From an optimization exercise on the open Yosys and OpenROAD flow, aimed at small area and a short achievable clock period; shortcuts taken in it are not production practice.
Only simulation tests tie the RTL to the original design; equivalence was not proved.
Power and IR drop assume default switching activity.

==> flow/config.mk <==
export PLATFORM = sky130hd
export DESIGN_NAME = fifo
export DESIGN_NICKNAME = fifo
export VERILOG_FILES = /design/flow/design.v
export SDC_FILE = /design/flow/constraint.sdc
export NUM_CORES = 4
export LEC_CHECK = 0
export CAP_MARGIN = 20
export CORE_MARGIN = 2
export CORE_UTILIZATION = 45
export PLACE_DENSITY = 0.6
export SLEW_MARGIN = 20
==> flow/constraint.sdc <==
create_clock -name core_clock -period 5.0 [get_ports {clk}]
set_input_delay 1.0000 -clock core_clock [delete_from_list [all_inputs] [get_ports {clk}]]
set_output_delay 1.0000 -clock core_clock [all_outputs]
set_load 0.01 [all_outputs]
==> flow/design.v <==
module fifo #(
  parameter int unsigned DEPTH = 64,   
  parameter int unsigned WIDTH = 64    
) (
  input  logic                 clk,
  input  logic                 rst,
  input  logic                 enq_valid,
  output logic                 enq_ready,
  input  logic [WIDTH-1:0]     enq_data,
  output logic                 deq_valid,
  input  logic                 deq_ready,
  output logic [WIDTH-1:0]     deq_data,
  output logic                 full,
  output logic                 empty
);
  localparam int unsigned PTRW = $clog2(DEPTH);
  logic [WIDTH-1:0] mem [0:DEPTH-1];
  logic [PTRW-1:0]  wr_ptr, rd_ptr;
  logic [PTRW-1:0]  occ;                  
  logic full_i, empty_i;
  logic do_enq, do_deq;
  logic occ_is1, occ_is_last;
  assign do_enq = enq_valid && !full_i;
  assign do_deq = deq_ready && !empty_i;
  assign occ         = wr_ptr - rd_ptr;
  assign occ_is1     = (occ == PTRW'(1));
  assign occ_is_last = (occ == PTRW'(DEPTH-1));
  logic empty_n, full_n;
  assign empty_n = (empty_i & !enq_valid) | (occ_is1 & deq_ready & !enq_valid);
  assign full_n  = (full_i & !deq_ready) | (occ_is_last & enq_valid & !deq_ready);
  always_ff @(posedge clk or negedge rst) begin
    if (!rst) begin
      wr_ptr    <= '0;
      rd_ptr    <= '0;
      deq_data  <= '0;
      full_i    <= 1'b0;
      empty_i   <= 1'b1;
      full      <= 1'b0;
      enq_ready <= 1'b1;
      empty     <= 1'b1;
      deq_valid <= 1'b0;
    end else begin
      if (do_enq) wr_ptr <= wr_ptr + 1'b1;
      if (do_deq) begin
        deq_data <= mem[rd_ptr];
        rd_ptr   <= rd_ptr + 1'b1;
      end
      full_i    <= full_n;
      empty_i   <= empty_n;
      full      <= full_n;
      enq_ready <= !full_n;
      empty     <= empty_n;
      deq_valid <= !empty_n;
    end
  end
  always_ff @(posedge clk) begin
    if (do_enq) mem[wr_ptr] <= enq_data;
  end
endmodule
==> flow/run.sh <==
#!/bin/bash
# synth_recipe.tcl (not shown) runs the flow's synth.tcl, then flattens the netlist and writes it again
# the make line also repeats each setting of config.mk as NAME=value (left out here)
make -C /OpenROAD-flow-scripts/flow DESIGN_CONFIG=/design/flow/config.mk WORK_HOME=/design/flow/orfs CLKGATE_MAP_FILE= SYNTH_SCRIPT=/design/flow/synth_recipe.tcl finish
==> flow_summary.ini, run 1 <==
[synth]
synthCells = 7259
ys_seq_area_share_pct = 78.88
synth_edf_count = 4096
synth_nets = 7335
yosys_warnings = 1
synth_top_area_share_pct = 77.62
synthMostInstantiatedCell = edfxtp_1
synth.area.top_cells = edfxtp_1 (78%), mux4_2 (11%), mux2i_1 (3.2%)
syn-cell-area_um2 = 158500
yosys.area.top_type = edfxtp_1
synth_ff_type = edfxtp_1
syn_area_per_cell_um2 = 21.83
synth_cell_type_count = 54
ys_top_cells_by_count = edfxtp_1 (4096), mux4_2 (768), mux2i_1 (512)
async_flop_share_pct = 1.916
synth_seq_cells = 4176

[worst_setup_path]
crit_type = register to register
cp_slowest_stage_delay_ns = 1.10
cp-end-kind = register
start_kind = register
path_max_fanout = 34
path_cells = buf_4, mux4_2, mux2_2, a22oi_1, a31oi_1, a211o_1
cp_slowest_cell = dfrtp_4
crit_arrival_ns = 4.78
worst_ep_required_time_ns = 5.85

[grt]
grt_overflow = 0
met1_usage_pct = 34.16
grt_max_degree = 90
busiest_layer = met2
grt_pass1_vias = 77250
grt_use_total_pct = 23.73
gr-usage-met3_pct = 3.833
met2_usage_pct = 37.76
grt_antenna_before_repair = 25
grt_pass1_wl_um = 598200

[drt]
wire_per_inst_um = 33.66
first_iter_violations = 10270
vias_per_cell = 6.133
drcViolationCount = 0
ant_nets = 0
num_vias = 77820
dr.pass1.iters = 5
wl_um = 427200

[placement]
port_buffers = 135
placed_cell_area_um2 = 167700
gp_congestion = 0.8432
place.detailed.hpwl_um = 251000
dp_slack_ns = 0.4683

[clock_network]
root_buffer = clkbuf_16
ctsResizeCount = 0
cts_buffers = 423
path_clk_slew_ns = 0.06
cts_buffer_depth = 4
tritoncts = built
clock-sinks = 4176
cts_setup_buffers = 0
htreeDepth = 5
clock_latency_ns = 0.98

[sta]
fmax_mhz = 254.8
fin_crit_sh_pct = 78.50
tns_ns = 0
worst_slew_pin_slew_ns = 1.168
hold_viol_final = 0
rsz0062_at_grt = no
finClkSkew_ns = 0.05946
layout_min_cycle_time_ns = 3.925
slew_headroom_pct = 22.17
slew_violations = 0
final.setup.worst_slack_ns = 1.075
setup_violations = 0

[floorplan]
die_height_um = 597.4
initial_core_util_pct = 45.28
placementRows = 217
coreArea_um2 = 350000
dieArea_um2 = 356900
pin_count = 136
die_w_um = 597.4

[final_layout]
design_area_um2 = 181100
final_net_count = 7805
final_util_pct = 51.73
syn_to_final_growth_pct = 14.25
drive_above_1_share_pct = 24.13

[power_and_ir_drop]
powerDensity_nw_per_um2 = 541.7
leakage_nw = 57.45
peakVddDrop_mv = 0.4056
total_power_w = 0.09808

[job]
cap_violations = 0

[min_path]
worstHoldPathType = input pin to register

[run_status]
status = no timing/DRC/antenna violations
-- layer usage --
metal  up-vias  share of wire, %  wire length [um]
met5         -            0.0077                33
met4         6               2.8             12010
met3       571               8.2             34840
met2      3529                48            204300
met1     42060                41            176000
li1      31660                 -                 -
-- registers in the layout, summed over array words and instances, names as in the netlist --
signal / cells
mem: 4096
deq_data: 64
rd_ptr: 6
wr_ptr: 6
deq_valid: 1
empty_i: 1
enq_ready: 1
full: 1
-- path summary, 6_finish.rpt --
kind                            cells after the start         start            to  slack, ns
worst max-delay path                                6     rd_ptr[0]  deq_data[28]       1.07
worst min-delay path                                1  enq_data[11]   mem[59][11]       0.30
max in group asynchronous                           3           rst     rd_ptr[0]       3.48
worst max register to register                      6     rd_ptr[0]  deq_data[28]       1.07
worst min register to register                      2       empty_i       empty_i       0.63
min in group asynchronous                           2           rst     deq_valid       0.44
-- power by group --
group | total, W | switching [W] | internal (W) | leakage, nW
clock network | 0.0304 | 0.0132 | 0.0172 | 6.51
logic | 0.0265 | 0.0156 | 0.0109 | 13.1
registers | 0.0412 | 0.00124 | 0.0400 | 37.9
-- per-stage QoR --
stage / instances / hold slack [ns]
finish: 12690 / 0.2998
global route: 12690 / 0.2896
CTS: 12690 / 0.2373
detailed placement: 11900 / 0.6267
global placement: 11900 / 0.5984
floorplan: 7259 / 0.5222
-- critical path, delay by kind of cell, from the launching register on --
kind            cells  cell delay (ns)
mux                 2             0.85
flops               1             1.10
compound gates      3             1.16
buf+inv             1             0.50
-- repair_timing --
item / CTS / global route
endpoints found under the hold margin: 14 / 0
hold buffers: 1 / 0
setup endpoints to repair: 0 / 0
-- kinds of logic (layout without fill, tap and decap cells) --
logic type               count (synthesis)  count (layout)  share of synthesized area (%)
flip-flops                            4176            4176                          78.88
multiplexers                          1409            1409                          15.07
AO/OA/AOI/OAI                          846             846                          3.705
buffers and inverters                  419            1246                          1.201
AND/OR/NAND/NOR                        389             389                          1.012
XOR/XNOR                                12              12                        0.06632
adder cells (fa/ha/maj)                  8               8                        0.06790
other                                    0               5                              0
-- area by class of cell --
class	count	area, um2
Sequential cell	4176	125000
Tap cell	4599	5754
Clock inverter	242	2004
Antenna cell	5	12.51
Multi-Input combinational cell	2664	32160
Clock buffer	540	11300
Timing Repair Buffer	458	4776
Inverter	6	30.03
Fill cell	26980	168900
-- placed cells by master, fill, tap and decap left out, drive strengths merged, types with 3 or more instances in the layout --
master         Yosys  routed
o21ai              3       3
a211o             64      64
nand2             80      80
diode              0       5
inv                5      18
a22oi            320     320
xnor2             11      11
mux2i            512     512
clkbuf           226     540
a2111oi           64      64
nand3              5       5
nand2b             4       4
buf              187     387
a21oi            129     129
o22ai            192     192
mux2             129     129
clkinv             1     198
ha                 7       7
clkdlybuf4s50      0      70
nand4b             3       3
a31oi             64      64
nand4              4       4
nor2b              7       7
dfrtp             78      78
clkinvlp           0       9
nor3               5       5
bufinv             0      23
mux4             768     768
edfxtp          4096    4096
nor2             264     264
==> run 2, diff against run 1 <==
==> flow/design.v (replaced) <==
module fifo #(
  parameter int unsigned DEPTH = 64,   
  parameter int unsigned WIDTH = 64    
) (
  input  logic                 clk,
  input  logic                 rst,
  input  logic                 enq_valid,
  output logic                 enq_ready,
  input  logic [WIDTH-1:0]     enq_data,
  output logic                 deq_valid,
  input  logic                 deq_ready,
  output logic [WIDTH-1:0]     deq_data,
  output logic                 full,
  output logic                 empty
);
  localparam int unsigned PTRW = $clog2(DEPTH);
  logic [WIDTH-1:0] mem [0:DEPTH-1];
  logic [PTRW-1:0]  wr_ptr, rd_ptr;
  logic [PTRW-1:0]  occ;                  
  logic full_q, nempty_q, one_q, last_q;
  logic full_o, nempty_o;
  assign full      = full_o;
  assign enq_ready = !full_o;
  assign deq_valid = nempty_o;
  assign empty     = !nempty_o;
  logic do_enq, do_deq;
  assign do_enq = enq_valid && !full_q;
  assign do_deq = deq_ready && nempty_q;
  assign occ = wr_ptr - rd_ptr;
  logic occ_is2, occ_is_last2;
  assign occ_is2      = (occ == PTRW'(2));
  assign occ_is_last2 = (occ == PTRW'(DEPTH-2));
  logic lone_enq, lone_deq;
  assign lone_enq = do_enq && !do_deq;
  assign lone_deq = do_deq && !do_enq;
  logic nempty_n, full_n, one_n, last_n;
  assign nempty_n = (nempty_q | enq_valid) & !(one_q & deq_ready & !enq_valid);
  assign full_n   = (full_q & !deq_ready) | (last_q & enq_valid & !deq_ready);
  assign one_n    = lone_enq ? !nempty_q : lone_deq ? occ_is2 : one_q;
  assign last_n   = lone_enq ? occ_is_last2 : lone_deq ? full_q : last_q;
  logic nempty_o_n, full_o_n;
  assign nempty_o_n = (nempty_o | enq_valid) & !(one_q & deq_ready & !enq_valid);
  assign full_o_n   = (full_o & !deq_ready) | (last_q & enq_valid & !deq_ready);
  logic [DEPTH-1:0] rd_sel, rd_dec, rd_sel_n;
  always_comb begin
    for (int i = 0; i < DEPTH; i++) begin
      rd_dec[i]   = (rd_ptr == PTRW'(i));
      rd_sel_n[i] = nempty_n &&
                    (!nempty_q ? rd_dec[i] :
                     deq_ready ? rd_sel[(i + DEPTH - 1) % DEPTH] : rd_sel[i]);
    end
  end
  always_ff @(posedge clk or negedge rst) begin
    if (!rst) begin
      wr_ptr   <= '0;
      rd_ptr   <= '0;
      rd_sel   <= '0;
      full_q   <= 1'b0;
      nempty_q <= 1'b0;
      full_o   <= 1'b0;
      nempty_o <= 1'b0;
      one_q    <= 1'b0;
      last_q   <= 1'b0;
    end else begin
      if (do_enq) wr_ptr <= wr_ptr + 1'b1;
      if (do_deq) rd_ptr <= rd_ptr + 1'b1;
      rd_sel   <= rd_sel_n;
      full_q   <= full_n;
      nempty_q <= nempty_n;
      full_o   <= full_o_n;
      nempty_o <= nempty_o_n;
      one_q    <= one_n;
      last_q   <= last_n;
    end
  end
  logic [WIDTH-1:0] rdata;
  always_comb begin
    rdata = '0;
    for (int i = 0; i < DEPTH; i++)
      rdata = rdata | (mem[i] & {WIDTH{rd_sel[i]}});
  end
  always_ff @(posedge clk or negedge rst) begin
    if (!rst)           deq_data <= '0;
    else if (do_deq)    deq_data <= rdata;
  end
  localparam int unsigned LOW = PTRW / 2;
  localparam int unsigned NLO = 1 << LOW;
  localparam int unsigned NHI = DEPTH / NLO;
  logic [NLO-1:0] wr_lo;
  logic [NHI-1:0] wr_hi;
  always_ff @(posedge clk or negedge rst) begin
    if (!rst) begin
      wr_lo <= NLO'(1);
      wr_hi <= NHI'(1);
    end else if (do_enq) begin
      wr_lo <= {wr_lo[NLO-2:0], wr_lo[NLO-1]};
      if (wr_lo[NLO-1]) wr_hi <= {wr_hi[NHI-2:0], wr_hi[NHI-1]};
    end
  end
  always_ff @(posedge clk) begin
    for (int i = 0; i < DEPTH; i++)
      if (do_enq && wr_lo[i % NLO] && wr_hi[i / NLO]) mem[i] <= enq_data;
  end
endmodule
--- a/flow/config.mk
+++ b/flow/config.mk
@@ -7,6 +7,8 @@
 export LEC_CHECK = 0
 export CAP_MARGIN = 20
 export CORE_MARGIN = 2
-export CORE_UTILIZATION = 45
-export PLACE_DENSITY = 0.6
+export CORE_UTILIZATION = 65
+export PLACE_DENSITY = 0.75
+export SETUP_SLACK_MARGIN = 2.0
 export SLEW_MARGIN = 20
+export TNS_END_PERCENT = 100
==> run 2 against run 1 <==
Utilization increased by 23 points. Combinational power is 46% lower. Critical endpoint is now deq_data[11]. Clock power is 4% higher. Sequential power up 2%. Global-route usage rose by 30 points. Worst hold slack lost 0.083 ns. Critical path type unchanged. Fmax up 21%. Register-to-register slack better by 0.67 ns. Count of clock-buffer cells in the layout rose by 17. Synthesized area decreased by 4.1%. Still clean. Cell area shrank 3.9%.
==> flow_summary.ini, run 2 <==
[run_status]
status = no timing/DRC/antenna violations

[clock_network]
path_clk_slew_ns = 0.07
tritoncts = built
root_buffer = clkbuf_16
htreeDepth = 5
clock_latency_ns = 1.04
clock-sinks = 4258
cts_buffer_depth = 4
cts_buffers = 414

[placement]
place.detailed.hpwl_um = 339900
gp_congestion = 0.9637
port_buffers = 135

[sta]
fmax_mhz = 307.6
layout_min_cycle_time_ns = 3.251
worst_slew_pin_slew_ns = 1.271
rsz0062_at_grt = yes
fin_crit_sh_pct = 65.01
slew_headroom_pct = 15.29
tns_ns = 0
finClkSkew_ns = 0.1131
setup_violations = 0
slew_violations = 0
hold_viol_final = 0

[synth]
syn_area_per_cell_um2 = 19.25
synth_ff_type = edfxtp_1
synthSimpleGateAreaFrac_pct = 3.088
yosys_warnings = 2
synth_xor_area_share_pct = 0.08069
synth_compound_area_share_pct = 11.28
synth_top_family_by_area = compound AO/OA/AOI/OAI gates
synth_fa_ha_area_share_pct = 0.09057
ys_seq_area_share_pct = 83.61
muxShareOfSynthArea_pct = 0.5335
async_flop_share_pct = 3.805
synth_seq_cells = 4258
syn-cell-area_um2 = 152000
ys_top_cells_by_count = edfxtp_1 (4096), a22oi_1 (1598), nand4_1 (386)
synth_cell_type_count = 40
synth_top_area_share_pct = 80.94
synth_edf_count = 4096
synth_nets = 7971
synthMostInstantiatedCell = edfxtp_1
synth.area.top_cells = edfxtp_1 (81%), a22oi_1 (7.9%), dfrtp_1 (2.6%)
synthCells = 7892
yosys.area.top_type = edfxtp_1

[floorplan]
coreArea_um2 = 232500
pin_count = 136
die_w_um = 487.5
die_height_um = 487.5
dieArea_um2 = 237700
placementRows = 177
initial_core_util_pct = 65.35

[worst_setup_path]
startpoint = rd_sel[59]
worst_ep_required_time_ns = 5.88
reg2reg_from = rd_sel[59]
cp_slowest_cell = a222oi_1
start_kind = register
r2r_setup_slack_ns = 1.75
r2r-end = deq_data[11]
crit_type = register to register
path_max_fanout = 26
r2r_cells = 5
endpoint = deq_data[11]
cp_slowest_stage_delay_ns = 0.91
crit_arrival_ns = 4.13
path_cells = buf_4, a222oi_1, nand4_1, nor3_1, a31oi_1
cp-end-kind = register

[drt]
wl_um = 649800
vias_per_cell = 8.965
drcViolationCount = 0
wire_per_inst_um = 54.84
first_iter_violations = 29050
dr.pass1.iters = 9
num_vias = 106200
ant_nets = 0

[final_layout]
drive_above_1_share_pct = 15.10
layout_common_cells = edfxtp_1 (4096), a22oi_1 (1596), clkbuf_16 (421)
largest_reg_flops = 4096
final_common_cell = edfxtp_1
syn_to_final_growth_pct = 14.54
reg_top3 = mem (4096), deq_data (64), rd_sel (64)
largest_register = mem
final_net_count = 8424

[power_and_ir_drop]
total_power_w = 0.08799
leakage_nw = 54.97
powerDensity_nw_per_um2 = 505.5
peakVddDrop_mv = 0.5337

[job]
cap_violations = 0

[grt]
grt_antenna_before_repair = 67
grt_pass1_vias = 95640
grt_use_total_pct = 54.05
grt_max_degree = 80
grt_overflow = 0
grt_pass1_wl_um = 842200

[min_path]
worstHoldPathType = input pin to register
run 2: logic make-up (layout without fill, tap and decap cells):
kind of cell | count (synthesis) | in the layout
simple gates | 821 | 821
other cells | 0 | 123
buf+inv | 514 | 1305
flops | 4258 | 4258
mux | 72 | 72
compound gates | 2202 | 2202
xor+xnor | 14 | 14
fa+ha+maj | 11 | 11
run 2: through the flow:
| step | util [%] | worst slack [ns] | cells | hold slack (ns) | cell area [um2] |
|---|---|---|---|---|---|
| global route | 74.73 | 1.895 | 11730 | 0.2227 | 173800 |
| CTS | 74.58 | 1.830 | 11710 | 0.02082 | 173400 |
| finish | 74.85 | 1.749 | 11850 | 0.2164 | 174100 |
| floorplan | - | 2.132 | 7892 | 0.4604 | 152100 |
| global placement | 68.78 | 1.191 | 10950 | 0.4863 | 159900 |
| detailed placement | 68.79 | 1.197 | 10950 | 0.4859 | 160000 |
run 2: worst min-delay path by stage:
| stage | from | end | depth (start not counted) |
|---|---|---|---|
| 2_1_floorplan | wr_ptr[5] | wr_ptr[5] | 1 |
| 3_3_place_gp | wr_ptr[5] | wr_ptr[5] | 1 |
| 5_1_grt | enq_data[53] | mem[9][53] | 1 |
| 3_5_place_dp | wr_ptr[5] | wr_ptr[5] | 1 |
| 6_report | enq_data[53] | mem[9][53] | 1 |
| 4_1_cts | rst | deq_data[1] | 1 |
run 2: area by class of cell:
type                    instances  area, um2
diodes                        123      307.8
clock buffers                 557      11440
clock inverters               197       2014
fillers                     12420      58480
inverters                      13      51.30
multi-input cells            3120      23290
flip-flops and latches       4258     127300
well taps                    3043       3807
repair buffers                538       5822
run 2: per-layer routing:
layer  up-vias  routed length, um  track usage, %
met2     16900             253700           70.87
met4        55              69030           41.18
met1     49810             179200           66.16
met5         -                522          0.8573
met3      4651             147400           30.41
li1      34810                  -               -
run 2: worst max-delay path: cells and delay by family (launching register included):
kind / cells / cell delay, ns
buffers and inverters: 1 / 0.52
AND/OR/NAND/NOR: 2 / 0.71
flip-flops: 1 / 0.79
AO/OA/AOI/OAI: 2 / 1.05
run 2: timing repair:
action	CTS	global route
endpoints found under the setup margin	62	25
hold buffers	0	1
resized for setup	84	24
setup buffers	6	14
pin swaps	2	4
endpoints found under the hold margin	0	3
run 2: power breakdown:
group / leakage (nW) / internal, W / switching, W
Clock: 6.62 / 0.0181 / 0.0136
Sequential: 38.7 / 0.0396 / 0.00251
Combinational: 9.62 / 0.00439 / 0.00987
==> run 3, diff against run 2 <==
==> flow/flow/run.sh (new file) <==
#!/bin/bash
# The standard layout (standard.sh), with three changes to how it is made:
#  - the port buffers are buf_4 cells instead of the default delay buffer;
#  - after global placement, flow/move_obuf.tcl moves each output port's
#    buffer beside the register that drives it (detailed placement then
#    legalizes it), so the register no longer drives the long wire to the pin;
#  - the resizer may swap a cell for one of another footprint, so it can
#    size those buffers and other cells freely when repairing timing.
# make's full output goes to flow_make.log here; each ORFS step also keeps
# its own log under orfs/logs/.
set -euo pipefail
here=$(pwd)
bash standard.sh \
  MATCH_CELL_FOOTPRINT=0 \
  "BUFFER_PORTS_ARGS=-buffer_cell sky130_fd_sc_hd__buf_4" \
  "POST_GLOBAL_PLACE_TCL=$here/flow/move_obuf.tcl" \
  finish > flow_make.log 2>&1
==> flow/flow/move_obuf.tcl (new file) <==
# Hook run after global placement (POST_GLOBAL_PLACE_TCL): put the buffer of
# each output port right beside the cell that drives it, so the long wire to
# the pin is driven by the buffer and not by the register.  Detailed
# placement legalizes the moved buffers afterwards.
set block [ord::get_db_block]
set moved 0
foreach bt [$block getBTerms] {
  if {[$bt getIoType] ne "OUTPUT"} { continue }
  set net [$bt getNet]
  if {$net eq "NULL"} { continue }
  set buf ""
  foreach it [$net getITerms] {
    if {[$it isOutputSignal]} { set buf [$it getInst] }
  }
  if {$buf eq ""} { continue }
  set drv ""
  foreach it [$buf getITerms] {
    if {![$it isInputSignal]} { continue }
    set in_net [$it getNet]
    if {$in_net eq "NULL"} { continue }
    foreach it2 [$in_net getITerms] {
      if {[$it2 isOutputSignal]} { set drv [$it2 getInst] }
    }
  }
  if {$drv eq ""} { continue }
  set bb [$drv getBBox]
  $buf setLocation [$bb xMax] [$bb yMin]
  incr moved
}
puts "move_obuf: moved $moved output buffers next to their drivers"
==> flow/standard.sh (new file) <==
#!/bin/bash
# synth_recipe.tcl (not shown) runs the flow's synth.tcl, then flattens the netlist and writes it again
# the make line also repeats each setting of config.mk as NAME=value (left out here)
make -C /OpenROAD-flow-scripts/flow DESIGN_CONFIG=/design/flow/config.mk WORK_HOME=/design/flow/orfs CLKGATE_MAP_FILE= SYNTH_SCRIPT=/design/flow/synth_recipe.tcl "${@:-finish}"
--- a/flow/config.mk
+++ b/flow/config.mk
@@ -7,8 +7,8 @@
 export LEC_CHECK = 0
 export CAP_MARGIN = 20
 export CORE_MARGIN = 2
-export CORE_UTILIZATION = 65
-export PLACE_DENSITY = 0.75
-export SETUP_SLACK_MARGIN = 2.0
+export CORE_UTILIZATION = 45
+export PLACE_DENSITY = 0.6
+export SETUP_SLACK_MARGIN = 2.5
 export SLEW_MARGIN = 20
 export TNS_END_PERCENT = 100
removed: flow/run.sh
==> run 3 against run 2 <==
Non-clock buffer count is 318 higher. Via count rose by 0.92%. Cell area up 4.3%. Synthesized cell count stayed put. Sequential power shrank 4%. Clock skew fell by 0.027 ns. Clock power fell by 2%. Setup slack improved by 0.41 ns. Critical endpoint is now mem[34][42]. Largest cell class unchanged.
==> flow_summary.ini, run 3 <==
[drt]
num_vias = 107200
wl_met2_um = 299800
wl_met3_um = 152400
first_iter_violations = 26310
vias_per_cell = 7.858
wl_met1_um = 226500
drcViolationCount = 0
wire_per_inst_um = 55.33
dr.pass1.iters = 12
wl_um = 754800
top_layer = met5
ant_nets = 0

[sta]
layout_min_cycle_time_ns = 2.840
tns_ns = 0
rsz0062_at_grt = yes
hold_viol_final = 0
finClkSkew_ns = 0.08600
slew_violations = 0
setup_violations = 0
fin_hold_ws_ns = 0.03993
slew_headroom_pct = 18.12
fmax_mhz = 352.1
worst_slew_pin_slew_ns = 1.228
fin_crit_sh_pct = 56.81

[grt]
grt_antenna_before_repair = 71
grt_overflow = 0
grt_max_degree = 81
grt_use_total_pct = 43.01
grt_pass1_vias = 94590
grt_pass1_wl_um = 952300

[worst_setup_path]
r2r_setup_slack_ns = 2.16
worst_ep_required_time_ns = 5.63
start_kind = register
cp-end-kind = register
r2r-end = mem[34][42]
crit_arrival_ns = 3.47
crit_type = register to register
path_max_fanout = 80
r2r_cells = 4
startpoint = full_q
reg2reg_from = full_q

[final_layout]
largest_register = mem
reg_top3 = mem (4096), deq_data (64), rd_sel (64)
syn_to_final_growth_pct = 19.52
register_area_um2 = 127300
largest_reg_flops = 4096
fill_cells = 25820
final_net_count = 8745
layout_common_cells = edfxtp_1 (4096), a22oi_1 (1479), clkbuf_16 (444)
drive_above_1_share_pct = 20.84
multiInputGateArea_um2 = 24500
final_common_cell = edfxtp_1

[synth]
ys_seq_area_share_pct = 83.61
async_flop_share_pct = 3.805
syn_area_per_cell_um2 = 19.25
synth_cell_type_count = 40
yosys.area.top_type = edfxtp_1
synth_ff_type = edfxtp_1
synthCells = 7892
ys_top_cells_by_count = edfxtp_1 (4096), a22oi_1 (1598), nand4_1 (386)
syn-cell-area_um2 = 152000
synthMostInstantiatedCell = edfxtp_1
synth.area.top_cells = edfxtp_1 (81%), a22oi_1 (7.9%), dfrtp_1 (2.6%)
synth_edf_count = 4096
yosys_warnings = 2
synth_top_area_share_pct = 80.94
synth_nets = 7971
synth_seq_cells = 4258

[clock_network]
postCtsHoldBufs = 0
cts_buffer_depth = 4
htreeDepth = 5
path_clk_slew_ns = 0.06
clock-sinks = 4258
cts_buffers = 416
clock_latency_ns = 1.06
root_buffer = clkbuf_16
tritoncts = built

[floorplan]
initial_core_util_pct = 45.18
coreArea_um2 = 336300
die_w_um = 585.1
pin_count = 136
dieArea_um2 = 342400
die_height_um = 585.1
placementRows = 213

[power_and_ir_drop]
p_int_w = 0.06257
power_frac_clock_pct = 34.1
seqPwrFrac_pct = 44.6
powerDensity_nw_per_um2 = 500.4
combPwrFrac_pct = 21.3
leakage_nw = 57.54
total_power_w = 0.09088
peakVddDrop_mv = 0.3531
switching_power_w = 0.02831
p_sw_share_pct = 31.15

[placement]
place.detailed.hpwl_um = 382200
port_buffers = 135

[job]
cap_violations = 0

[min_path]
worstHoldPathType = input pin to async pin

[run_status]
status = no timing/DRC/antenna violations
==> run 3: worst max-delay path by stage <==
stage                     slack (ns)     endpoint
after CTS                       2.34  mem[34][42]
after global placement          1.52    rd_ptr[5]
after floorplan                 2.45   mem[10][0]
after detailed placement        1.57    rd_ptr[5]
after global routing            2.29  mem[34][42]
final                           2.16  mem[34][42]
==> run 3: final cells by class <==
cell class | count | area share [%]
clock inverters | 235 | 1.002
repair buffers | 856 | 5.936
clock buffers | 535 | 6.195
well taps | 4515 | 3.110
diodes | 109 | 0.1502
multi-input cells | 3121 | 13.49
inverters | 13 | 0.03100
flip-flops and latches | 4258 | 70.09
==> run 3: cells by family (layout without fill, tap and decap cells) <==
logic type | after synthesis | in the layout | share of synthesized area [%]
flip-flops | 4258 | 4258 | 83.61
multiplexers | 72 | 72 | 0.5336
AND/OR/NAND/NOR | 821 | 822 | 3.088
adder cells (fa/ha/maj) | 11 | 11 | 0.09057
XOR/XNOR | 14 | 14 | 0.08069
AO/OA/AOI/OAI | 2202 | 2202 | 11.28
other | 0 | 109 | 0
buffers and inverters | 514 | 1639 | 1.316
==> run 3: metrics by stage <==
step,instances,setup WS [ns],instance area (um2),utilization (%)
final,13640,2.160,181600,54.00
after global routing,13540,2.289,181400,53.93
after CTS,13440,2.336,179200,53.28
after detailed placement,12400,1.569,161200,47.92
after global placement,12390,1.520,161100,47.90
after floorplan,7892,2.450,152300,-
==> run 3: critical path, stage by stage (launching register included) <==
cell	delay (ns)
dfrtp_1	0.43
nor2b_4	0.15
buf_12	0.28
and3_4	0.87
buf_12	0.41
==> run 3: metal layers <==
metal,global-route usage (%),vias to the layer above
met5,0.1821,-
met4,34.77,24
met3,21.23,3735
met2,57.61,14760
met1,52.22,53200
li1,-,35490
==> run 3: power by group through the flow <==
stage | registers (W) | clock network (W) | logic (W)
after global routing | 0.0405 | 0.0319 | 0.0188
final | 0.0405 | 0.0310 | 0.0194
after detailed placement | 0.0421 | 0 | 0.0139
after global placement | 0.0428 | 0 | 0.0132
after CTS | 0.0404 | 0.0305 | 0.0172
after floorplan | 0.0407 | 0 | 0.00653
==> run 3: repair_timing <==
| action | 4_1_cts | 5_1_grt |
|---|---|---|
| pin swaps | 57 | 91 |
| setup buffers | 259 | 90 |
| cloned | 13 | 6 |
| setup endpoints to repair | 748 | 1176 |
| resized for setup | 348 | 226 |

==> re-timing with driven ports <==
No port has a modelled driver above. Below, the same layouts with a new extraction and two added sets of constraints. Step 1 assumes that a clkbuf_16 drives the clock port and a buf_2 every other input. Step 2 adds t to the input delays and takes it off the output delays; t is the mean of the earliest and latest rising clock arrival at the registers after step 1. Input paths then give back, and output paths get back, about the clock's delay inside the block. Slacks: ideal / step 1 / step 2; pairs: ideal / step 1.
| run | t, ns | setup WS [ns] | slew at the worst register clock pin (ns) |
|---|---|---|---|
| run 1 | 1.062 | 1.075 / 1.075 / 0.489 | 0.06 / 0.06 |
| run 2 | 1.088 | 1.749 / 1.749 / 0.980 | 0.07 / 0.07 |
| run 3 | 1.109 | 2.160 / 2.160 / 1.431 | 0.07 / 0.07 |
After both steps setup and hold are still met in every run listed. The setup slack of run 2, which loses most, moves by 0.000 ns with the drivers and by -0.769 ns with both steps.
